Background: an optimization exercise with open tools, aiming at a short achievable clock period and few clock cycles. Do not read the settings as production practice.
Only simulation tests tie the RTL to the original design; equivalence was not proved.
No activity file was given, so power comes from the tool's default toggle rates.

==> umber: inputs <==
==> flow/design.v <==
module CPU(
	input wire [8:0] in_Din,
	input wire in_clk,
	input wire in_re,
	input wire in_run,
	output wire [8:0] out_Addr,
	output wire [8:0] out_Dout,
	output wire out_W
);
	localparam PH_NORM = 2'd0, PH_LD = 2'd1, PH_ST = 2'd2, PH_JG = 2'd3;
	reg [8:0] FA;         
	reg [8:0] IR;         
	reg       IRV;        
	reg [8:0] EPC1;       
	reg [1:0] ph;         
	reg [2:0] LRX;        
	reg [8:0] R0, R1, R2, R3, R4, R5, R6, G;
	reg [8:0] OX, OY;     
	reg       FX, FY;     
	reg [8:0] RES;        
	reg [8:0] DO;
	reg       W;
	reg d_mv, d_mvi, d_as, d_sub, d_ld, d_st, d_mvnz, d_halt;
	assign out_Addr = FA;
	assign out_Dout = DO;
	assign out_W    = W;
	wire [8:0] FA1 = FA + 9'd1;
	wire [2:0] rx = IR[5:3];
	wire [2:0] dop = in_Din[8:6];
	wire [2:0] dx  = in_Din[5:3];
	wire [2:0] dy  = in_Din[2:0];
	function [8:0] rd;
		input [2:0] i;
		begin
			case (i)
				3'd0: rd = R0;
				3'd1: rd = R1;
				3'd2: rd = R2;
				3'd3: rd = R3;
				3'd4: rd = R4;
				3'd5: rd = R5;
				3'd6: rd = R6;
				default: rd = FA;
			endcase
		end
	endfunction
	function [8:0] rdp;
		input [2:0] i;
		begin
			case (i)
				3'd0: rdp = R0 + 9'd1;
				3'd1: rdp = R1 + 9'd1;
				3'd2: rdp = R2 + 9'd1;
				3'd3: rdp = R3 + 9'd1;
				3'd4: rdp = R4 + 9'd1;
				3'd5: rdp = R5 + 9'd1;
				3'd6: rdp = R6 + 9'd1;
				default: rdp = FA1;
			endcase
		end
	endfunction
	wire [8:0] vx  = FX ? RES : OX;
	wire [8:0] vy  = FY ? RES : OY;
	wire [8:0] sum = d_sub ? (vx - vy) : (vx + vy);
	wire       gnz = |G;
	wire ex   = (ph == PH_NORM) && IRV;
	wire e_wr = ex && (d_mv || d_mvi || d_as || (d_mvnz && gnz));    
	wire e_j  = e_wr && rx == 3'd7;                                 
	wire e_redirect = ex && (d_ld || d_st || d_mvi || d_halt || e_j);
	wire [8:0] e_val = d_mvi ? in_Din : d_as ? sum : vy;
	wire       w_en  = (ph == PH_LD) ? (LRX != 3'd7) : (e_wr && rx != 3'd7);
	wire [2:0] w_sel = (ph == PH_LD) ? LRX : rx;
	wire [8:0] w_val = (ph == PH_LD) ? in_Din : e_val;
	wire f_j = dx == 3'd7 && (dop == 3'b000 || (dop == 3'b110 && gnz && !(ex && d_as)))
	           && !(e_wr && rx == dy);
	always @(posedge in_clk) begin
		if (in_re) begin
			FA <= 9'd0; IR <= 9'd0; IRV <= 1'b0; EPC1 <= 9'd0; ph <= PH_NORM; LRX <= 3'd0;
			R0 <= 9'd0; R1 <= 9'd0; R2 <= 9'd0; R3 <= 9'd0; R4 <= 9'd0; R5 <= 9'd0; R6 <= 9'd0;
			G <= 9'd0; DO <= 9'd0; W <= 1'b0;
			OX <= 9'd0; OY <= 9'd0; FX <= 1'b0; FY <= 1'b0; RES <= 9'd0;
			d_mv <= 1'b0; d_mvi <= 1'b0; d_as <= 1'b0; d_sub <= 1'b0;
			d_ld <= 1'b0; d_st <= 1'b0; d_mvnz <= 1'b0; d_halt <= 1'b0;
		end else begin
			W <= 1'b0;
			if (ph == PH_ST) begin
				ph <= PH_NORM;
				FA <= EPC1;
			end else if (in_run) begin
				if (w_en) begin
					case (w_sel)
						3'd0: R0 <= w_val;
						3'd1: R1 <= w_val;
						3'd2: R2 <= w_val;
						3'd3: R3 <= w_val;
						3'd4: R4 <= w_val;
						3'd5: R5 <= w_val;
						default: R6 <= w_val;
					endcase
					RES <= w_val;
				end
				if (ex && d_as) G <= sum;
				if (ph == PH_LD) begin
					ph <= PH_NORM;
					FX <= IR[5:3] == LRX;
					FY <= IR[2:0] == LRX;
					if (LRX == 3'd7) begin
						FA <= in_Din + 9'd1; IRV <= 1'b0;
					end else
						FA <= EPC1;
				end else if (ph == PH_JG) begin
					ph <= PH_NORM;
					FA <= G + 9'd1;
				end else if (e_redirect) begin
					if (d_halt) begin
					end else if (d_ld || d_st) begin
						FA <= vy;
						LRX <= rx;
						if (d_st) begin
							ph <= PH_ST; W <= 1'b1; DO <= vx;
						end else
							ph <= PH_LD;
						IR <= in_Din; EPC1 <= FA1; IRV <= 1'b1;
						OX <= rd(dx); OY <= rd(dy); FX <= 1'b0; FY <= 1'b0;
						d_mv <= dop == 3'b000; d_mvi <= dop == 3'b001;
						d_as <= dop[2:1] == 2'b01; d_sub <= dop == 3'b011;
						d_ld <= dop == 3'b100; d_st <= dop == 3'b101;
						d_mvnz <= dop == 3'b110; d_halt <= dop == 3'b111;
					end else if (e_j) begin
						IRV <= 1'b0;
						if (d_as) ph <= PH_JG;
						else FA <= e_val + 9'd1;
					end else begin
						IRV <= 1'b0;
						FA <= FA1;
					end
				end else if (f_j) begin
					IRV <= 1'b0;
					FA <= rdp(dy);
				end else begin
					IR <= in_Din; EPC1 <= FA1; IRV <= 1'b1;
					FA <= FA1;
					OX <= rd(dx); OY <= rd(dy);
					FX <= w_en && w_sel == dx;
					FY <= w_en && w_sel == dy;
					d_mv <= dop == 3'b000; d_mvi <= dop == 3'b001;
					d_as <= dop[2:1] == 2'b01; d_sub <= dop == 3'b011;
					d_ld <= dop == 3'b100; d_st <= dop == 3'b101;
					d_mvnz <= dop == 3'b110; d_halt <= dop == 3'b111;
				end
			end
		end
	end
endmodule
==> flow/run.sh <==
#!/bin/bash
# synth_recipe.tcl (not shown) runs the flow's synth.tcl, then flattens the netlist and writes it again
# the make line also repeats each setting of config.mk as NAME=value (left out here)
make -C /OpenROAD-flow-scripts/flow DESIGN_CONFIG=/design/flow/config.mk WORK_HOME=/design/flow/orfs CLKGATE_MAP_FILE= SYNTH_SCRIPT=/design/flow/synth_recipe.tcl finish
==> flow/config.mk <==
export PLATFORM = sky130hd
export DESIGN_NAME = CPU
export DESIGN_NICKNAME = CPU
export VERILOG_FILES = /design/flow/design.v
export SDC_FILE = /design/flow/constraint.sdc
export NUM_CORES = 4
export LEC_CHECK = 0
export ABC_CLOCK_PERIOD_IN_PS = 1500
export CAP_MARGIN = 20
export CORE_MARGIN = 2
export CORE_UTILIZATION = 40
export PLACE_DENSITY = 0.6
export SETUP_SLACK_MARGIN = 4.0
export SLEW_MARGIN = 20
export TNS_END_PERCENT = 100
==> flow/constraint.sdc <==
create_clock -name core_clock -period 6.0 [get_ports {in_clk}]
set_input_delay 1.2000 -clock core_clock [delete_from_list [all_inputs] [get_ports {in_clk}]]
set_output_delay 1.2000 -clock core_clock [all_outputs]
set_load 0.01 [all_outputs]
==> yarrow: changes against umber <==
==> flow/design.v, changed modules only <==
module CPU(
	input wire [8:0] in_Din,
	input wire in_clk,
	input wire in_re,
	input wire in_run,
	output wire [8:0] out_Addr,
	output wire [8:0] out_Dout,
	output wire out_W
);
	localparam PH_NORM = 2'd0, PH_LD = 2'd1, PH_ST = 2'd2, PH_JG = 2'd3;
	reg [8:0] FA;         
	reg [8:0] IR;         
	reg       IRV;        
	reg [8:0] EPC;        
	reg [1:0] ph;         
	reg [2:0] LRX;        
	reg [8:0] R0, R1, R2, R3, R4, R5, R6, G;
	reg [8:0] DO;
	reg       W;
	assign out_Addr = FA;
	assign out_Dout = DO;
	assign out_W    = W;
	wire [2:0] op = IR[8:6];
	wire [2:0] rx = IR[5:3];
	wire [2:0] ry = IR[2:0];
	function [8:0] rd;
		input [2:0] i;
		begin
			case (i)
				3'd0: rd = R0;
				3'd1: rd = R1;
				3'd2: rd = R2;
				3'd3: rd = R3;
				3'd4: rd = R4;
				3'd5: rd = R5;
				3'd6: rd = R6;
				default: rd = EPC;
			endcase
		end
	endfunction
	wire [8:0] vx = rd(rx);
	wire [8:0] vy = rd(ry);
	wire [8:0] sum = (op[0]) ? (vx - vy) : (vx + vy);
	wire       gnz = |G;
	wire ex      = (ph == PH_NORM) && IRV;
	wire i_mv    = ex && op == 3'b000;
	wire i_mvi   = ex && op == 3'b001;
	wire i_as    = ex && (op == 3'b010 || op == 3'b011);
	wire i_ld    = ex && op == 3'b100;
	wire i_st    = ex && op == 3'b101;
	wire i_mvnz  = ex && op == 3'b110 && gnz;
	wire i_halt  = ex && op == 3'b111;
	reg        wen;
	reg  [2:0] wsel;
	reg  [8:0] wval;
	always @(*) begin
		wen = 1'b0; wsel = rx; wval = vy;
		if (ph == PH_LD) begin
			wen = 1'b1; wsel = LRX; wval = in_Din;
		end else if (i_mv || i_mvnz) begin
			wen = 1'b1; wval = vy;
		end else if (i_mvi) begin
			wen = 1'b1; wval = in_Din;
		end else if (i_as) begin
			wen = 1'b1; wval = sum;
		end
	end
	wire jump = wen && wsel == 3'd7;
	always @(posedge in_clk) begin
		if (in_re) begin
			FA <= 9'd0; IR <= 9'd0; IRV <= 1'b0; EPC <= 9'd0; ph <= PH_NORM; LRX <= 3'd0;
			R0 <= 9'd0; R1 <= 9'd0; R2 <= 9'd0; R3 <= 9'd0; R4 <= 9'd0; R5 <= 9'd0; R6 <= 9'd0;
			G <= 9'd0; DO <= 9'd0; W <= 1'b0;
		end else begin
			W <= 1'b0;
			if (ph == PH_ST) begin
				ph <= PH_NORM;
				FA <= EPC + 9'd1;
			end else if (in_run) begin
				if (wen && wsel != 3'd7) begin
					case (wsel)
						3'd0: R0 <= wval;
						3'd1: R1 <= wval;
						3'd2: R2 <= wval;
						3'd3: R3 <= wval;
						3'd4: R4 <= wval;
						3'd5: R5 <= wval;
						default: R6 <= wval;
					endcase
				end
				if (i_as) G <= sum;
				case (ph)
					PH_LD: begin
						ph <= PH_NORM;
						if (LRX == 3'd7) begin
							FA <= in_Din + 9'd1; IRV <= 1'b0;
						end else
							FA <= EPC + 9'd1;
					end
					PH_JG: begin
						ph <= PH_NORM;
						FA <= G + 9'd1;
					end
					default: begin
						if (i_halt) begin
						end else if (i_ld || i_st) begin
							FA <= vy;
							IR <= in_Din; EPC <= FA; IRV <= 1'b1;
							LRX <= rx;
							if (i_st) begin
								ph <= PH_ST; W <= 1'b1; DO <= vx;
							end else
								ph <= PH_LD;
						end else if (jump) begin
							IRV <= 1'b0;
							if (i_as) ph <= PH_JG;
							else FA <= wval + 9'd1;
						end else if (i_mvi) begin
							IRV <= 1'b0;
							FA <= FA + 9'd1;
						end else begin
							IR <= in_Din; EPC <= FA; IRV <= 1'b1;
							FA <= FA + 9'd1;
						end
					end
				endcase
			end
		end
	end
endmodule
Settings changed: ABC_CLOCK_PERIOD_IN_PS 1500 to unset, SETUP_SLACK_MARGIN 4.0 to unset, TNS_END_PERCENT 100 to unset.
==> sierra: changes against umber <==
==> flow/design.v, changed modules only <==
module CPU(
	input wire [8:0] in_Din,
	input wire in_clk,
	input wire in_re,
	input wire in_run,
	output wire [8:0] out_Addr,
	output wire [8:0] out_Dout,
	output wire out_W
);
	localparam PH_NORM = 2'd0, PH_LD = 2'd1, PH_ST = 2'd2, PH_JG = 2'd3;
	reg [8:0] FA;         
	reg [8:0] IR;         
	reg       IRV;        
	reg [8:0] EPC1;       
	reg [1:0] ph;         
	reg [2:0] LRX;        
	reg [8:0] R0, R1, R2, R3, R4, R5, R6, G;
	reg [8:0] OX, OY;     
	reg       FX, FY;     
	reg [8:0] RES;        
	reg [8:0] DO;
	reg       W;
	localparam CN = 16, CB = 4;
	reg          CV [0:CN-1];
	reg  [8-CB:0] CT [0:CN-1];
	reg  [8:0]   CD [0:CN-1];
	reg        IMMV;      
	reg  [8:0] IMM;
	reg  [8:0] EPC;       
	reg d_mv, d_mvi, d_as, d_sub, d_ld, d_st, d_mvnz, d_halt;
	assign out_Addr = FA;
	assign out_Dout = DO;
	assign out_W    = W;
	wire [8:0] FA1 = FA + 9'd1;
	wire [2:0] rx = IR[5:3];
	wire [2:0] dop = in_Din[8:6];
	wire [2:0] dx  = in_Din[5:3];
	wire [2:0] dy  = in_Din[2:0];
	function [8:0] rd;
		input [2:0] i;
		begin
			case (i)
				3'd0: rd = R0;
				3'd1: rd = R1;
				3'd2: rd = R2;
				3'd3: rd = R3;
				3'd4: rd = R4;
				3'd5: rd = R5;
				3'd6: rd = R6;
				default: rd = FA;
			endcase
		end
	endfunction
	function [8:0] rdp;
		input [2:0] i;
		begin
			case (i)
				3'd0: rdp = R0 + 9'd1;
				3'd1: rdp = R1 + 9'd1;
				3'd2: rdp = R2 + 9'd1;
				3'd3: rdp = R3 + 9'd1;
				3'd4: rdp = R4 + 9'd1;
				3'd5: rdp = R5 + 9'd1;
				3'd6: rdp = R6 + 9'd1;
				default: rdp = FA1;
			endcase
		end
	endfunction
	wire [8:0] vx  = FX ? RES : OX;
	wire [8:0] vy  = FY ? RES : OY;
	wire [8:0] sum = d_sub ? (vx - vy) : (vx + vy);
	wire       gnz = |G;
	wire ex   = (ph == PH_NORM) && IRV;
	wire e_wr = ex && (d_mv || d_mvi || d_as || (d_mvnz && gnz));    
	wire e_j  = e_wr && rx == 3'd7;                                 
	wire e_redirect = ex && (d_ld || d_st || (d_mvi && !IMMV) || d_halt || e_j);
	wire c_wr = ex && d_mvi && !IMMV;    
	wire [CB-1:0] l_idx = FA[CB-1:0];
	wire       l_hit = CV[l_idx] && CT[l_idx] == FA[8:CB];
	wire       f_mvic = dop == 3'b001 && l_hit;   
	wire [8:0] imm_val = IMMV ? IMM : in_Din;
	wire [8:0] e_val = d_mvi ? imm_val : d_as ? sum : vy;
	wire       w_en  = (ph == PH_LD) ? (LRX != 3'd7) : (e_wr && rx != 3'd7);
	wire [2:0] w_sel = (ph == PH_LD) ? LRX : rx;
	wire [8:0] w_val = (ph == PH_LD) ? in_Din : e_val;
	wire f_j = dx == 3'd7 && (dop == 3'b000 || (dop == 3'b110 && gnz && !(ex && d_as)))
	           && !(e_wr && rx == dy);
	integer k;
	always @(posedge in_clk) begin
		if (in_re) begin
			for (k = 0; k < CN; k = k + 1) CV[k] <= 1'b0;
		end else if (in_run && c_wr) begin
			CV[EPC[CB-1:0]] <= 1'b1;
		end
	end
	always @(posedge in_clk) begin
		if (!in_re && in_run && c_wr) begin
			CT[EPC[CB-1:0]] <= EPC[8:CB];
			CD[EPC[CB-1:0]] <= in_Din;
		end
	end
	always @(posedge in_clk) begin
		if (in_re) begin
			IMMV <= 1'b0; IMM <= 9'd0; EPC <= 9'd0;
			FA <= 9'd0; IR <= 9'd0; IRV <= 1'b0; EPC1 <= 9'd0; ph <= PH_NORM; LRX <= 3'd0;
			R0 <= 9'd0; R1 <= 9'd0; R2 <= 9'd0; R3 <= 9'd0; R4 <= 9'd0; R5 <= 9'd0; R6 <= 9'd0;
			G <= 9'd0; DO <= 9'd0; W <= 1'b0;
			OX <= 9'd0; OY <= 9'd0; FX <= 1'b0; FY <= 1'b0; RES <= 9'd0;
			d_mv <= 1'b0; d_mvi <= 1'b0; d_as <= 1'b0; d_sub <= 1'b0;
			d_ld <= 1'b0; d_st <= 1'b0; d_mvnz <= 1'b0; d_halt <= 1'b0;
		end else begin
			W <= 1'b0;
			if (ph == PH_ST) begin
				ph <= PH_NORM;
				FA <= IMMV ? EPC1 + 9'd1 : EPC1;
			end else if (in_run) begin
				if (w_en) begin
					case (w_sel)
						3'd0: R0 <= w_val;
						3'd1: R1 <= w_val;
						3'd2: R2 <= w_val;
						3'd3: R3 <= w_val;
						3'd4: R4 <= w_val;
						3'd5: R5 <= w_val;
						default: R6 <= w_val;
					endcase
					RES <= w_val;
				end
				if (ex && d_as) G <= sum;
				if (ph == PH_LD) begin
					ph <= PH_NORM;
					FX <= IR[5:3] == LRX;
					FY <= IR[2:0] == LRX;
					if (LRX == 3'd7) begin
						FA <= in_Din + 9'd1; IRV <= 1'b0;
					end else
						FA <= IMMV ? EPC1 + 9'd1 : EPC1;
				end else if (ph == PH_JG) begin
					ph <= PH_NORM;
					FA <= G + 9'd1;
				end else if (e_redirect) begin
					if (d_halt) begin
					end else if (d_ld || d_st) begin
						FA <= vy;
						LRX <= rx;
						if (d_st) begin
							ph <= PH_ST; W <= 1'b1; DO <= vx;
						end else
							ph <= PH_LD;
						IR <= in_Din; EPC1 <= FA1; IRV <= 1'b1; EPC <= FA;
						IMMV <= f_mvic; IMM <= CD[l_idx];
						OX <= rd(dx); OY <= rd(dy); FX <= 1'b0; FY <= 1'b0;
						d_mv <= dop == 3'b000; d_mvi <= dop == 3'b001;
						d_as <= dop[2:1] == 2'b01; d_sub <= dop == 3'b011;
						d_ld <= dop == 3'b100; d_st <= dop == 3'b101;
						d_mvnz <= dop == 3'b110; d_halt <= dop == 3'b111;
					end else if (e_j) begin
						IRV <= 1'b0;
						if (d_as) ph <= PH_JG;
						else FA <= e_val + 9'd1;
					end else begin
						IRV <= 1'b0;
						FA <= FA1;
					end
				end else if (f_j) begin
					IRV <= 1'b0;
					FA <= rdp(dy);
				end else begin
					IR <= in_Din; EPC1 <= FA1; IRV <= 1'b1; EPC <= FA;
					IMMV <= f_mvic; IMM <= CD[l_idx];
					FA <= f_mvic ? FA + 9'd2 : FA1;
					OX <= rd(dx); OY <= rd(dy);
					FX <= w_en && w_sel == dx;
					FY <= w_en && w_sel == dy;
					d_mv <= dop == 3'b000; d_mvi <= dop == 3'b001;
					d_as <= dop[2:1] == 2'b01; d_sub <= dop == 3'b011;
					d_ld <= dop == 3'b100; d_st <= dop == 3'b101;
					d_mvnz <= dop == 3'b110; d_halt <= dop == 3'b111;
				end
			end
		end
	end
endmodule
==> summary of the runs <==
sierra ran to the end with no violations. umber ran to the end with no violations. yarrow went through all stages and came out clean.
The lowest fmax belongs to yarrow, the highest to umber.
Against umber, the critical path depth of sierra is higher by 1.
Against sierra, the global-route usage of umber is higher by 3.7 points.
Sequential power: yarrow is lower than umber (about 20%).
The highest wire length belongs to sierra, the lowest to yarrow.
The highest synthesized area belongs to sierra, the lowest to yarrow.
The power of sierra is 3.2 times that of yarrow.
Register-to-register slack: sierra is lower than umber (0.14 ns).
In umber the first-iteration DRC count is lower than in sierra, by 12%.
Worst setup slack: umber > sierra > yarrow.
==> figures <==
quantity                                                                                 umber          sierra             yarrow
Status                                                                timing/DRC/antenna clean  timing/DRC/antenna clean  timing/DRC/antenna clean
TritonCTS Buffers                                                                           17              44                 17
Share of synthesized cell area in full adder, half adder and majority cells              3.18%           1.65%              3.24%
Power group with the highest consumption                                     the clock network       registers  the clock network
Standard-cell rows                                                                          56              82                 50
Synth top area share                                                                     30.8%           33.3%              30.4%
Post-DP HPWL                                                                     25100 microns   41700 microns      17600 microns
Area of all placed cells without fillers                                           14000 sq um     28400 sq um         8590 sq um
Global-route wire length before repair                                           60400 microns  105000 microns      38700 microns
PwrDens                                                                            214 nW/um^2     266 nW/um^2        276 nW/um^2
Fill cell count                                                                           1965            4036               1872
Total GRT Usage                                                                          30.5%           26.8%              25.1%
Lkg Pwr                                                                                5.04 nW         9.96 nW            3.11 nW
Max Clk Rate                                                                         0.282 GHz       0.271 GHz          0.189 GHz
Area after DPL                                                                     10400 sq um     21600 sq um         8010 sq um
Post-Syn Instances                                                                        1201            1793                919
Area growth from synthesis to layout                                                     44.5%           40.8%              13.5%
Overall routed net length                                                        40400 microns   73200 microns      24300 microns
Total vias in the final route                                                            10600           16600               6954
Crit path largest cell delay                                                           0.44 ns         0.42 ns            0.65 ns
Crit Path Max Fanout                                                                         6               4                 16
Testbench counts of umber, summed over its fixed seeds: cycles 18,339.
Testbench counts of yarrow, summed over its fixed seeds: cycles 19,464.
Testbench counts of sierra, summed over its fixed seeds: cycles 16,833.

separate check: timing with driven ports:
Ports are ideal in the flow. The routed layouts listed here were re-timed in OpenROAD.
Step 1 sets driving cells, clkbuf_16 on the clock port and buf_2 on the other inputs (assumed; they add their load-dependent delay and slew).
Step 2, shift: input delay + t, output delay - t, t = (earliest + latest rising clock arrival at the registers) / 2. This alone moves slack from input paths to output paths.
Slacks: ideal / step 1 / step 2; pairs: ideal / step 1.
run	t, ns	setup WS [ns]	clock arrival spread, ns	slew at the worst register clock pin (ns)	worst data-port slew with drivers (ns)
umber	0.491	2.454 / 2.454 / 2.266	0.016 / 0.016	0.08 / 0.08	0.06
yarrow	0.465	0.708 / 0.708 / 0.708	0.009 / 0.010	0.06 / 0.06	0.04
sierra	0.645	2.311 / 2.311 / 1.851	0.045 / 0.045	0.07 / 0.07	0.15
After both steps setup and hold are still met in every run listed. For sierra, which loses most, drivers alone change the setup slack by 0.000 ns; drivers and shift together by -0.460 ns.
